From an optimization exercise on the open Yosys and OpenROAD flow, aimed at small area; shortcuts taken in it are not production practice. Only simulation tests tie the RTL to the original design; equivalence was not proved.

## alpha
Design scaler_top, start of the top module:
module scaler_top #(
    parameter int VSW   = 2,
    parameter int VBP   = 2,
    parameter int VACT  = 11,
    parameter int VFP   = 2,
    parameter int HSW   = 4,
    parameter int HBP   = 8,
    parameter int HACT  = 31,
    parameter int HFP   = 8,
    parameter int ADDR_WIDTH     = 5,
    parameter int RGB_WIDTH      = 10,
    parameter int RAM_DATA_WIDTH = 30,
    parameter int VSYNC_POL      = 0,
    parameter int HSYNC_POL      = 0
)(
    input  logic                   clk,
    input  logic                   rstn,
    input  logic [1:0]             i_mode,
    input  logic [1:0]             i_method,
    input  logic                   i_vsync,
    input  logic                   i_hsync,
    input  logic                   i_de,
    input  logic [RGB_WIDTH-1:0]   i_r_data,
    input  logic [RGB_WIDTH-1:0]   i_g_data,
    input  logic [RGB_WIDTH-1:0]   i_b_data,
    output logic                   o_vsync,
    output logic                   o_hsync,
    output logic                   o_de_scaled,
    output logic [RGB_WIDTH-1:0]   o_r_scaled,
    output logic [RGB_WIDTH-1:0]   o_g_scaled,
    output logic [RGB_WIDTH-1:0]   o_b_scaled
);
For scale: roughly 2000 cells after synthesis, roughly 590 flip-flops, roughly 72 I/O pins, roughly 25000 um2 of cells after synthesis.
==> flow/config.mk <==
export PLATFORM = sky130hd
export DESIGN_NAME = scaler_top
export DESIGN_NICKNAME = scaler_top
export VERILOG_FILES = /design/flow/design.v
export SDC_FILE = /design/flow/constraint.sdc
export NUM_CORES = 4
export LEC_CHECK = 0
export ABC_AREA = 1
export CAP_MARGIN = 20
export CORE_MARGIN = 2
export CORE_UTILIZATION = 40
export SLEW_MARGIN = 20
==> flow/constraint.sdc <==
create_clock -name core_clock -period 20.0 [get_ports {clk}]
set_input_delay 4.0000 -clock core_clock [delete_from_list [all_inputs] [get_ports {clk}]]
set_output_delay 4.0000 -clock core_clock [all_outputs]
set_load 0.01 [all_outputs]
standard.sh (not shown) runs the stock make flow with config.mk's settings and CLKGATE_MAP_FILE= SYNTH_SCRIPT=/design/flow/synth_recipe.tcl, a recipe that flattens the netlist after the stock synthesis.
==> flow/flow/run.sh <==
#!/bin/bash
# Standard ORFS layout (the standard.sh, standard synthesis) with:
#  - combinational cells set to their smallest size after floorplan,
#    so the later repair steps size up only what needs it
#  - port buffers of the smallest buffer cell
#  - clock tree without dummy loads
# Each tool's output is in standard.log here and in orfs/logs.
set -e
export POST_FLOORPLAN_TCL=$PWD/flow/downsize.tcl
export BUFFER_PORTS_ARGS="-buffer_cell sky130_fd_sc_hd__buf_1"
export CTS_ARGS="-sink_clustering_enable -repair_clock_nets -dont_use_dummy_load"
bash standard.sh > standard.log 2>&1
==> flow/flow/downsize.tcl <==
# Swap every combinational cell to the smallest drive strength of the same
# function; later repair steps (repair_design, repair_timing) resize what
# slew, capacitance or timing needs.
set db [ord::get_db]
set block [ord::get_db_block]
set dont_use [split $::env(DONT_USE_CELLS)]
set n 0
foreach inst [$block getInsts] {
  set m [[$inst getMaster] getName]
  if {![regexp {^sky130_fd_sc_hd__([a-z0-9]+)_([0-9]+)$} $m -> fn sz]} { continue }
  if {[regexp {^(df|edf|sdf|dl|clk|tap|fill|decap|conb|diode|probe|lpflow)} $fn]} { continue }
  foreach s {0 1 2} {
    if {$s >= $sz} { break }
    set cand "sky130_fd_sc_hd__${fn}_${s}"
    if {[lsearch -exact $dont_use $cand] >= 0} { continue }
    set nm [$db findMaster $cand]
    if {$nm eq "NULL" || $nm eq ""} { continue }
    if {[$inst swapMaster $nm]} { incr n }
    break
  }
}
puts "downsize: swapped $n instances"
In summary, alpha completed successfully, with a layout that passed the timing, design-rule and antenna checks.
Edits applied to the flow inputs when going from alpha to beta:
==> flow/run.sh (new file) <==
#!/bin/bash
# synth_recipe.tcl (not shown) runs the flow's synth.tcl, then flattens the netlist and writes it again
# the make line also repeats each setting of config.mk as NAME=value (left out here)
make -C /OpenROAD-flow-scripts/flow DESIGN_CONFIG=/design/flow/config.mk WORK_HOME=/design/flow/orfs CLKGATE_MAP_FILE= SYNTH_SCRIPT=/design/flow/synth_recipe.tcl finish
removed: flow/flow/run.sh
removed: flow/flow/downsize.tcl
removed: flow/standard.sh
### Flow results
- [compare] base=alpha new=beta: endpoint arrival time on the critical path rose by 610 ps, final wirelength shows a reduction of about 1.2%.
- alpha -> beta: die width delta 0, exact match
- beta against alpha: post-route clock period utilization has increased; smallest hold slack comparable; final cell count without fillers increased by 49 relative to the old numbers.
- alpha was smaller in final cell area than beta.

========
Starting RTL as in the previous note.
export LEC_CHECK = 0
export ABC_AREA = 1
export CAP_MARGIN = 20
export CORE_MARGIN = 2
export CORE_UTILIZATION = 60
export SLEW_MARGIN = 20
create_clock -name core_clock -period 20.0 [get_ports {clk}]
==> flow/flow/run.sh <==
#!/bin/bash
# Standard ORFS layout (the standard.sh) with these changes:
#  - after the standard synthesis, its combinational logic is re-mapped for
#    area by yosys/abc (reopt.sh); registers, their names and cells stay
#  - combinational cells set to their smallest size after floorplan, so the
#    later repair steps size up only what needs it (downsize.tcl)
#  - port buffers of the smallest buffer cell
#  - clock tree of clkbuf_8 without dummy loads
# Logs: synth.log, reopt.log, standard.log here, and orfs/logs.
set -e
export POST_FLOORPLAN_TCL=$PWD/flow/downsize.tcl
export BUFFER_PORTS_ARGS="-buffer_cell sky130_fd_sc_hd__buf_1"
export CTS_ARGS="-sink_clustering_enable -repair_clock_nets -dont_use_dummy_load -buf_list {sky130_fd_sc_hd__clkbuf_8} -sink_clustering_size 20"
bash standard.sh synth > synth.log 2>&1
R=$PWD/orfs/results/sky130hd/scaler_top/base
cp $R/1_2_yosys.v $PWD/std_1_2_yosys.v
bash flow/reopt.sh $PWD/std_1_2_yosys.v $R/1_2_yosys.v $PWD/reopt_stat.txt > reopt.log 2>&1
rm -f $R/1_synth.odb
bash standard.sh > standard.log 2>&1
==> flow/flow/area.abc <==
strash
dch -f
amap -F 5 -A 5
strash
dch -f
amap -F 5 -A 5
strash
dch -f
amap -F 5 -A 5
topo
==> flow/flow/downsize.tcl <==
# Swap every combinational cell to the smallest drive strength of the same
# function; later repair steps (repair_design, repair_timing) resize what
# slew, capacitance or timing needs.
set db [ord::get_db]
set block [ord::get_db_block]
set dont_use [split $::env(DONT_USE_CELLS)]
set n 0
foreach inst [$block getInsts] {
  set m [[$inst getMaster] getName]
  if {![regexp {^sky130_fd_sc_hd__([a-z0-9]+)_([0-9]+)$} $m -> fn sz]} { continue }
  if {[regexp {^(df|edf|sdf|dl|clk|tap|fill|decap|conb|diode|probe|lpflow)} $fn]} { continue }
  foreach s {0 1 2} {
    if {$s >= $sz} { break }
    set cand "sky130_fd_sc_hd__${fn}_${s}"
    if {[lsearch -exact $dont_use $cand] >= 0} { continue }
    set nm [$db findMaster $cand]
    if {$nm eq "NULL" || $nm eq ""} { continue }
    if {[$inst swapMaster $nm]} { incr n }
    break
  }
}
puts "downsize: swapped $n instances"
==> flow/flow/reopt.sh <==
#!/bin/bash
# usage: reopt.sh IN.v OUT.v STAT.txt  (run from the flow work folder)
set -euo pipefail
D=$(cd "$(dirname "$0")" && pwd)
LIB=$FLOW_HOME/platforms/sky130hd/lib/sky130_fd_sc_hd__tt_025C_1v80.lib
DU=$(sed -n '/^export DONT_USE_CELLS/,/^$/p' $FLOW_HOME/platforms/sky130hd/config.mk | grep -oE 'sky130_fd_sc_hd__[a-z0-9_]+' | sed 's/^/-dont_use /' | tr '\n' ' ')
KEEP=$(grep -oE 'sky130_fd_sc_hd__(df|edf|sdf|dl|conb)[a-z0-9_]*' "$1" | sort -u | tr '\n' ' ')
sed -e "s#@LIB@#$LIB#g" -e "s#@IN@#$1#" -e "s#@OUT@#$2#" -e "s#@STAT@#$3#" -e "s#@KEEP@#$KEEP#" \
    -e "s#@DONTUSE@#$DU#" -e "s#@ABCSCRIPT@#$D/area.abc#" $D/reopt.ys.in > reopt.ys
yosys -s reopt.ys
==> flow/flow/reopt.ys.in <==
# Re-map the combinational logic of the standard synthesis netlist for area.
# Registers (and their names and cell types) are kept as they are.
read_liberty -ignore_miss_func @LIB@
read_verilog -defer @IN@
hierarchy -top scaler_top
setattr -mod -set keep_hierarchy 1 @KEEP@
flatten
opt_clean
abc -liberty @LIB@ @DONTUSE@ -script @ABCSCRIPT@
opt_clean -purge
hilomap -singleton -hicell sky130_fd_sc_hd__conb_1 HI -locell sky130_fd_sc_hd__conb_1 LO
splitnets
opt_clean -purge
select scaler_top
tee -o @STAT@ stat -liberty @LIB@
check
write_verilog -noattr -nohex -nodec -selected @OUT@
The baseline passed the timing, design-rule and antenna checks.
==> next run, changes <==
--- a/flow/flow/run.sh
+++ b/flow/flow/run.sh
@@ -7,3 +7,3 @@
 #  - port buffers of the smallest buffer cell
-#  - clock tree of clkbuf_8 without dummy loads
+#  - clock tree of clkbuf_16 in clusters of up to 28 without dummy loads
 # Logs: synth.log, reopt.log, standard.log here, and orfs/logs.
@@ -12,3 +12,3 @@
 export BUFFER_PORTS_ARGS="-buffer_cell sky130_fd_sc_hd__buf_1"
-export CTS_ARGS="-sink_clustering_enable -repair_clock_nets -dont_use_dummy_load -buf_list {sky130_fd_sc_hd__clkbuf_8} -sink_clustering_size 20"
+export CTS_ARGS="-sink_clustering_enable -repair_clock_nets -dont_use_dummy_load -buf_list {sky130_fd_sc_hd__clkbuf_16} -sink_clustering_size 28 -sink_clustering_max_diameter 150"
 bash standard.sh synth > synth.log 2>&1
==> flow/flow/area.abc (replaced) <==
strash
&get -n
&deepsyn -T 60
&put
dch -f
amap -F 5 -A 5
topo
Settings changed: CORE_UTILIZATION 60 to 75.
Design area decreases by about 4.4%.
Core utilization increases by 14 points.
Synthesized area decreases by about 1.3%.
Via count increases by 7.0%.
Clock-buffer cell count decreases by 67.
Global-route usage increases by 11 points.
Routed wire length increases by about 18%.
Die area decreases by about 20%.
==> next run, changes <==
--- a/flow/flow/run.sh
+++ b/flow/flow/run.sh
@@ -7,3 +7,3 @@
 #  - port buffers of the smallest buffer cell
-#  - clock tree of clkbuf_16 in clusters of up to 28 without dummy loads
+#  - clock tree of clkbuf_8 without dummy loads
 # Logs: synth.log, reopt.log, standard.log here, and orfs/logs.
@@ -12,3 +12,3 @@
 export BUFFER_PORTS_ARGS="-buffer_cell sky130_fd_sc_hd__buf_1"
-export CTS_ARGS="-sink_clustering_enable -repair_clock_nets -dont_use_dummy_load -buf_list {sky130_fd_sc_hd__clkbuf_16} -sink_clustering_size 28 -sink_clustering_max_diameter 150"
+export CTS_ARGS="-sink_clustering_enable -repair_clock_nets -dont_use_dummy_load -buf_list {sky130_fd_sc_hd__clkbuf_8} -sink_clustering_size 20"
 bash standard.sh synth > synth.log 2>&1
==> flow/flow/area.abc (replaced) <==
strash
dch -f
amap -F 5 -A 5
strash
dch -f
amap -F 5 -A 5
strash
dch -f
amap -F 5 -A 5
topo
Settings changed: CORE_UTILIZATION 75 to 40.
Result:
- clock-buffer cell count went up by 72
- die area rises by 88%
==> next run, changes <==
==> flow/flow/run.sh (replaced) <==
#!/bin/bash
# Standard ORFS layout (the standard.sh, standard synthesis) with:
#  - combinational cells set to their smallest size after floorplan,
#    so the later repair steps size up only what needs it
#  - port buffers of the smallest buffer cell
#  - clock tree without dummy loads
# Each tool's output is in standard.log here and in orfs/logs.
set -e
export POST_FLOORPLAN_TCL=$PWD/flow/downsize.tcl
export BUFFER_PORTS_ARGS="-buffer_cell sky130_fd_sc_hd__buf_1"
export CTS_ARGS="-sink_clustering_enable -repair_clock_nets -dont_use_dummy_load -buf_list {sky130_fd_sc_hd__clkbuf_8} -sink_clustering_size 20"
bash standard.sh > standard.log 2>&1
removed: flow/flow/area.abc
removed: flow/flow/reopt.sh
removed: flow/flow/reopt.ys.in
Utilization shrinks by 1.6 points. Setup slack gains 700 ps. Worst hold slack stays flat. Cell count grows by 17%. Routed wire length grows by 13%. Final area grows by 5.8%.
==> next run, changes <==
==> flow/flow/run.sh (replaced) <==
#!/bin/bash
# Standard layout, unchanged; each tool's output goes to its own log here.
set -e
bash standard.sh > standard.log 2>&1
removed: flow/flow/downsize.tcl
After rerunning: Worst setup slack is worse by 630 ps. Die area does not change. Synthesized cell count stays the same. Design area rose by a few percent.

========
Starting RTL as in the previous note.
export LEC_CHECK = 0
export ABC_AREA = 1
export CAP_MARGIN = 20
export CORE_MARGIN = 2
export CORE_UTILIZATION = 60
export SLEW_MARGIN = 20
create_clock -name core_clock -period 20.0 [get_ports {clk}]
==> flow/flow/run.sh <==
#!/bin/bash
# Standard ORFS layout (the standard.sh) with these changes:
#  - after the standard synthesis, its combinational logic is re-mapped for
#    area by yosys/abc (reopt.sh); registers, their names and cells stay
#  - combinational cells set to their smallest size after floorplan, so the
#    later repair steps size up only what needs it (downsize.tcl)
#  - port buffers of the smallest buffer cell
#  - clock tree of clkbuf_16 in clusters of up to 28 without dummy loads
# Logs: synth.log, reopt.log, standard.log here, and orfs/logs.
set -e
export POST_FLOORPLAN_TCL=$PWD/flow/downsize.tcl
export BUFFER_PORTS_ARGS="-buffer_cell sky130_fd_sc_hd__buf_1"
export CTS_ARGS="-sink_clustering_enable -repair_clock_nets -dont_use_dummy_load -buf_list {sky130_fd_sc_hd__clkbuf_16} -sink_clustering_size 28 -sink_clustering_max_diameter 150"
bash standard.sh synth > synth.log 2>&1
R=$PWD/orfs/results/sky130hd/scaler_top/base
cp $R/1_2_yosys.v $PWD/std_1_2_yosys.v
bash flow/reopt.sh $PWD/std_1_2_yosys.v $R/1_2_yosys.v $PWD/reopt_stat.txt > reopt.log 2>&1
rm -f $R/1_synth.odb
bash standard.sh > standard.log 2>&1
==> flow/flow/area.abc <==
strash
&get -n
&deepsyn -T 60
&put
dch -f
amap -F 5 -A 5
topo
Other scripts of this flow, unchanged in this note and not shown: flow/flow/downsize.tcl, flow/flow/reopt.sh, flow/flow/reopt.ys.in
The baseline ran to the end with no violations.
==> next run, changes <==
--- a/flow/flow/run.sh
+++ b/flow/flow/run.sh
@@ -8 +8 @@
-#  - clock tree of clkbuf_16 in clusters of up to 28 without dummy loads
+#  - clock tree of clkbuf_16 in clusters of up to 22 without dummy loads
@@ -13 +13 @@
-export CTS_ARGS="-sink_clustering_enable -repair_clock_nets -dont_use_dummy_load -buf_list {sky130_fd_sc_hd__clkbuf_16} -sink_clustering_size 28 -sink_clustering_max_diameter 150"
+export CTS_ARGS="-sink_clustering_enable -repair_clock_nets -dont_use_dummy_load -buf_list {sky130_fd_sc_hd__clkbuf_16} -sink_clustering_size 22 -sink_clustering_max_diameter 120"
==> flow/flow/area.abc (replaced) <==
strash
dch -f
amap -F 5 -A 5
strash
dch -f
amap -F 5 -A 5
strash
dch -f
amap -F 5 -A 5
topo
Result:
- The new run went through all stages and came out clean
- area after synthesis rose by 1.4%
- global-route usage stays flat
- clock-buffer cell count rose by 5
- non-clock buffer count rose by 1
- worst hold slack degrades by 0.0096 ns
- setup slack degrades by 0.94 ns
- utilization fell by 0.15 points
- via count rose by 1.9%
- clock skew fell by 0.0087 ns
==> next run, changes <==
==> flow/flow/area.abc (replaced) <==
strash
&get -n
&deepsyn -T 60
&put
dch -f
amap -F 5 -A 5
topo
Effect: The changed run completed with no timing, DRC or antenna violations; non-clock buffer count went down by 1; setup slack improved by 0.93 ns; design area went down by 1.4%; via count went down by 1.9%; clock-buffer cell count is unchanged; routed wire length went down by 2.3%; fmax went up by 8.5%; die area went down by 1.3%.
==> next run, changes <==
--- a/flow/flow/run.sh
+++ b/flow/flow/run.sh
@@ -8 +8 @@
-#  - clock tree of clkbuf_16 in clusters of up to 22 without dummy loads
+#  - clock tree of clkbuf_16 in clusters of up to 28 without dummy loads
@@ -13 +13 @@
-export CTS_ARGS="-sink_clustering_enable -repair_clock_nets -dont_use_dummy_load -buf_list {sky130_fd_sc_hd__clkbuf_16} -sink_clustering_size 22 -sink_clustering_max_diameter 120"
+export CTS_ARGS="-sink_clustering_enable -repair_clock_nets -dont_use_dummy_load -buf_list {sky130_fd_sc_hd__clkbuf_16} -sink_clustering_size 28 -sink_clustering_max_diameter 150"
==> flow/flow/area.abc (replaced) <==
strash
dch -f
amap -F 5 -A 5
strash
dch -f
amap -F 5 -A 5
strash
dch -f
amap -F 5 -A 5
topo
What happened: Synthesized cell count went up by a few percent; global-route usage is lower by 0.24 points; synthesized area increases slightly.

[static timing again, ports no longer ideal]
The results above use ideal ports. As a check the final layouts listed here were re-extracted and re-timed, cells and wires unchanged.
Step 1 assumes that a clkbuf_16 drives the clock port and a buf_2 every other input.
Step 2 moves the port delays by t, midway between the first and last clock arrival at a register: inputs arrive t later, outputs are due t later. That takes back most of the time a late clock gives input paths.
a / b / c = ideal ports / drivers / drivers and shift; a / b = the first two.
| run | t, ns | setup WS [ns] | worst setup path at the end | worst register clock-pin slew, ns | cell pins on the clock port's net |
|---|---|---|---|---|---|
| alpha | 0.635 | 9.028 / 8.997 / 8.867 | input to register | 0.06 / 0.06 | 1 |
| beta | 0.659 | 8.423 / 8.399 / 8.399 | input to output | 0.07 / 0.07 | 1 |
| the first run of note 2 | 0.670 | 8.037 / 8.015 / 8.015 | input to output | 0.06 / 0.06 | 1 |
| the second run of note 2 | 0.606 | 7.872 / 7.848 / 7.848 | input to output | 0.12 / 0.12 | 1 |
| the third run of note 2 | 0.704 | 8.349 / 8.326 / 8.326 | input to output | 0.07 / 0.07 | 1 |
| the fourth run of note 2 | 0.679 | 9.049 / 9.015 / 8.852 | input to register | 0.06 / 0.06 | 1 |
| the fifth run of note 2 | 0.659 | 8.423 / 8.399 / 8.399 | input to output | 0.07 / 0.07 | 1 |
| the first run of note 3 | 0.601 | 9.041 / 8.987 / 9.150 | input to output | 0.11 / 0.11 | 1 |
| the second run of note 3 | 0.637 | 8.102 / 8.080 / 8.080 | input to output | 0.09 / 0.09 | 1 |
| the third run of note 3 | 0.640 | 9.036 / 8.980 / 9.189 | input to output | 0.09 / 0.09 | 1 |
| the fourth run of note 3 | 0.611 | 8.041 / 8.018 / 8.018 | input to output | 0.11 / 0.11 | 1 |
After both steps every run listed still meets setup and hold. For the fourth run of note 2, which loses most, drivers alone change the setup slack by -0.034 ns; drivers and shift together by -0.197 ns.
